Context: an optimization exercise on an open-source flow, tuned for small area. The choices shown serve that exercise and are no tape-out recipe.
In this exercise RTL edits were held to simulation tests only and were not proved equivalent to the original.
No activity file was given, so power comes from the tool's default toggle rates.

## violet
Design STOPWATCH, start of the top module:
module STOPWATCH(in_clk, reset, start, up, plus_min2, speedup, slowdown, out_S0, out_S1, out_M0, out_M1);
For scale: ~230 cells after synthesis, about 30 flip-flops, ~35 I/O pins, roughly 1800 um2 of cells after synthesis.
==> flow/config.mk <==
export PLATFORM = sky130hd
export DESIGN_NAME = STOPWATCH
export DESIGN_NICKNAME = STOPWATCH
export VERILOG_FILES = /design/flow/design.v
export SDC_FILE = /design/flow/constraint.sdc
export NUM_CORES = 4
export LEC_CHECK = 0
export CAP_MARGIN = 20
export CORE_MARGIN = 2
export CORE_UTILIZATION = 40
export CTS_BUF_LIST = sky130_fd_sc_hd__clkbuf_2 sky130_fd_sc_hd__clkbuf_4
export SLEW_MARGIN = 20
==> flow/constraint.sdc <==
create_clock -name core_clock -period 10.0 [get_ports {in_clk}]
set_input_delay 2.0000 -clock core_clock [delete_from_list [all_inputs] [get_ports {in_clk}]]
set_output_delay 2.0000 -clock core_clock [all_outputs]
set_load 0.01 [all_outputs]
standard.sh (not shown) runs the stock make flow with config.mk's settings and CLKGATE_MAP_FILE= SYNTH_SCRIPT=/design/flow/synth_recipe.tcl, a recipe that flattens the netlist after the stock synthesis.
==> flow/flow/run.sh <==
#!/bin/bash
# Own layout flow: the standard layout (standard.sh), with three changes:
#  - synthesis is synth_recipe.tcl with ABC's mapping script replaced by flow/abc_area.script
#    (an area-oriented script); the flip-flop mapping and register names are the standard
#    synthesis's, unchanged;
#  - the input and output port buffers are sky130_fd_sc_hd__buf_1;
#  - no adder extraction (ADDER_MAP_FILE empty): ABC maps all the logic.
# Each tool's output goes to orfs/logs/ as in the standard flow; make's output to flow_make.log.
set -euo pipefail
W=$PWD
# synthesis script: synth_recipe.tcl with an abc wrapper after its first line
{
  head -n 1 synth_recipe.tcl
  cat <<'T'
proc abc {args} {
  set i [lsearch -exact $args -script]
  if { $i >= 0 } { lset args [expr {$i + 1}] $::env(MY_ABC_SCRIPT) }
  set j [lsearch -exact $args -D]
  if { $j >= 0 } { set args [lreplace $args $j [expr {$j + 1}]] }
  puts "abc with the area script: $args"
  yosys abc {*}$args
}
T
  tail -n +2 synth_recipe.tcl
} > my_synth.tcl
# standard.sh with that synthesis script and the port buffer cell
sed -e "s#SYNTH_SCRIPT=[^ ]*synth_recipe.tcl#SYNTH_SCRIPT=$W/my_synth.tcl MY_ABC_SCRIPT=$W/flow/abc_area.script 'BUFFER_PORTS_ARGS=-buffer_cell sky130_fd_sc_hd__buf_1' ADDER_MAP_FILE=#" standard.sh > my_standard.sh
grep -q "my_synth.tcl" my_standard.sh
# optional clock tree arguments
if [[ -f flow/cts_args.txt ]]; then
  sed -i -e "s#ADDER_MAP_FILE=#ADDER_MAP_FILE= 'CTS_ARGS=$(cat flow/cts_args.txt)'#" my_standard.sh
fi
bash my_standard.sh finish > flow_make.log 2>&1
test -s out/final.def
==> flow/flow/abc_area.script <==
strash; &get -n; &deepsyn -T 20; &put; balance -l; resub -K 6 -l; rewrite -l; resub -K 6 -N 2 -l; refactor -l; resub -K 8 -l; balance -l; resub -K 8 -N 2 -l; rewrite -l; resub -K 10 -l; rewrite -z -l; resub -K 10 -N 2 -l; balance -l; resub -K 12 -l; refactor -z -l; resub -K 12 -N 2 -l; rewrite -z -l; balance -l; &get -n; &dch -f; &nf -a -R 1000; &put
==> flow/flow/cts_args.txt <==
-buf_list sky130_fd_sc_hd__clkbuf_16 -root_buf sky130_fd_sc_hd__clkbuf_16 -repair_clock_nets
violet: no failed stages, no open violations at the end
## Diff of input files: yarrow against violet
--- a/flow/flow/run.sh
+++ b/flow/flow/run.sh
@@ -27,8 +27,4 @@
 sed -e "s#SYNTH_SCRIPT=[^ ]*synth_recipe.tcl#SYNTH_SCRIPT=$W/my_synth.tcl MY_ABC_SCRIPT=$W/flow/abc_area.script 'BUFFER_PORTS_ARGS=-buffer_cell sky130_fd_sc_hd__buf_1' ADDER_MAP_FILE=#" standard.sh > my_standard.sh
 grep -q "my_synth.tcl" my_standard.sh
-# optional clock tree arguments
-if [[ -f flow/cts_args.txt ]]; then
-  sed -i -e "s#ADDER_MAP_FILE=#ADDER_MAP_FILE= 'CTS_ARGS=$(cat flow/cts_args.txt)'#" my_standard.sh
-fi
 bash my_standard.sh finish > flow_make.log 2>&1
 test -s out/final.def
removed: flow/flow/cts_args.txt
Notes after the runs:
Looking at via count of the first global-routing pass, yarrow sits about 1.2% below violet. Power: yarrow draws less than violet. In the flow results for violet and yarrow, the portion of the clock cycle consumed by the worst path in the final layout is larger on violet. yarrow ran to completion and came out clean on the timing, design-rule and antenna checks.
The following lists how amber was set up differently from yarrow:
Settings: a change of CORE_UTILIZATION from 40 to 60.
--- a/flow/flow/run.sh
+++ b/flow/flow/run.sh
@@ -27,4 +27,8 @@
 sed -e "s#SYNTH_SCRIPT=[^ ]*synth_recipe.tcl#SYNTH_SCRIPT=$W/my_synth.tcl MY_ABC_SCRIPT=$W/flow/abc_area.script 'BUFFER_PORTS_ARGS=-buffer_cell sky130_fd_sc_hd__buf_1' ADDER_MAP_FILE=#" standard.sh > my_standard.sh
 grep -q "my_synth.tcl" my_standard.sh
+# optional clock tree arguments
+if [[ -f flow/cts_args.txt ]]; then
+  sed -i -e "s#ADDER_MAP_FILE=#ADDER_MAP_FILE= 'CTS_ARGS=$(cat flow/cts_args.txt)'#" my_standard.sh
+fi
 bash my_standard.sh finish > flow_make.log 2>&1
 test -s out/final.def
==> flow/flow/abc_area.script <==
strash; &get -n; &deepsyn -J 200 -S 2 -T 100; &put; balance -l; resub -K 6 -l; rewrite -l; resub -K 6 -N 2 -l; refactor -l; resub -K 8 -l; balance -l; resub -K 8 -N 2 -l; rewrite -l; resub -K 10 -l; rewrite -z -l; resub -K 10 -N 2 -l; balance -l; resub -K 12 -l; refactor -z -l; resub -K 12 -N 2 -l; rewrite -z -l; balance -l; &get -n; &dch -f; &nf -a -R 1000; &put
==> comparison <==
- Largest incremental delay on the critical path | amber below yarrow
- Going from yarrow to amber, the multi-input combinational cell count was found to have gone up by 3.2%.
- For proportion of layout cells with a drive suffix above 1, amber and yarrow come out practically identical.
- Against yarrow, amber comes in 320 um lower on global-route wire length before repair.
- amber vs. yarrow: worst-case hold slack did not really move, number of global-route vias before repair did not really move.
Relative to amber, the following input files were edited for pepper:
Settings: CTS_BUF_LIST now sky130_fd_sc_hd__clkbuf_4, was sky130_fd_sc_hd__clkbuf_2 sky130_fd_sc_hd__clkbuf_4; CTS_CLUSTER_DIAMETER now 100, previously not set; CORE_UTILIZATION now 40, was 60; CTS_CLUSTER_SIZE now 16, previously not set.
--- a/flow/flow/run.sh
+++ b/flow/flow/run.sh
@@ -27,8 +27,4 @@
 sed -e "s#SYNTH_SCRIPT=[^ ]*synth_recipe.tcl#SYNTH_SCRIPT=$W/my_synth.tcl MY_ABC_SCRIPT=$W/flow/abc_area.script 'BUFFER_PORTS_ARGS=-buffer_cell sky130_fd_sc_hd__buf_1' ADDER_MAP_FILE=#" standard.sh > my_standard.sh
 grep -q "my_synth.tcl" my_standard.sh
-# optional clock tree arguments
-if [[ -f flow/cts_args.txt ]]; then
-  sed -i -e "s#ADDER_MAP_FILE=#ADDER_MAP_FILE= 'CTS_ARGS=$(cat flow/cts_args.txt)'#" my_standard.sh
-fi
 bash my_standard.sh finish > flow_make.log 2>&1
 test -s out/final.def
==> flow/flow/abc_area.script <==
strash; &get -n; &deepsyn -T 20; &put; balance -l; resub -K 6 -l; rewrite -l; resub -K 6 -N 2 -l; refactor -l; resub -K 8 -l; balance -l; resub -K 8 -N 2 -l; rewrite -l; resub -K 10 -l; rewrite -z -l; resub -K 10 -N 2 -l; balance -l; resub -K 12 -l; refactor -z -l; resub -K 12 -N 2 -l; rewrite -z -l; balance -l; &get -n; &dch -f; &nf -a -R 1000; &put
## What came out
As far as residual overflow from global routing goes, amber and pepper are indistinguishable; the numbers are identical. Multiplexer share of the synthesized area is higher on pepper. First-pass GRT wire length was lower in amber than in pepper. Going from amber to pepper, power rose 9.0%, fraction of area in clock buffers and inverters saw little to no change. Proportion of power drawn by the clock network: pepper vs amber down 1.5 points.
The inputs of indigo differ from those of pepper as listed below.
Settings: a change of CTS_BUF_LIST from sky130_fd_sc_hd__clkbuf_4 to sky130_fd_sc_hd__clkbuf_8; a change of CTS_CLUSTER_SIZE from 16 to 30; a change of SLEW_MARGIN from 20 to 0; a change of CTS_CLUSTER_DIAMETER from 100 to 500; a change of CAP_MARGIN from 20 to 0.
Findings:
- Of indigo and pepper, the higher post-synthesis to final-layout area growth belongs to indigo.
- When indigo is measured against pepper, its headroom to the max-slew limit turns out 5.5 points higher.
- Going from pepper to indigo, final-layout non-clock buffer area share grows by 0.29 points.
- indigo vs pepper — fill cell total of the finished layout dropped by a few percent
- Summary of indigo over pepper: core area dropped 30 um2; portion of total power attributed to combinational logic barely changed; total nets after synthesis dropped 13; ratio of cells with drive above 1 in the final layout climbed 0.84 points.
- Compared with pepper, indigo shows global-route met2 utilization higher by 1.5 points.

separate check: timing with driven ports:
Ports are ideal in the flow. The routed layouts listed here were re-timed in OpenROAD.
Step 1 assumes that a clkbuf_16 drives the clock port and a buf_2 every other input.
Step 2 times the ports against the registers' clock, not the clock port: input delays grow and output delays shrink by t, the midpoint of the rising clock arrivals with the driver on.
Slacks: ideal ports / drivers / drivers and shift; pairs: ideal ports / drivers.
run | t (ns) | setup WS [ns] | worst data-port slew with drivers (ns)
violet | 0.296 | 3.668 / 3.647 / 3.647 | 0.03
yarrow | 0.343 | 3.689 / 3.668 / 3.668 | 0.03
amber | 0.347 | 3.614 / 3.592 / 3.592 | 0.03
pepper | 0.349 | 3.839 / 3.817 / 3.817 | 0.03
indigo | 0.297 | 3.672 / 3.652 / 3.652 | 0.03
After both steps every run listed still meets setup and hold.
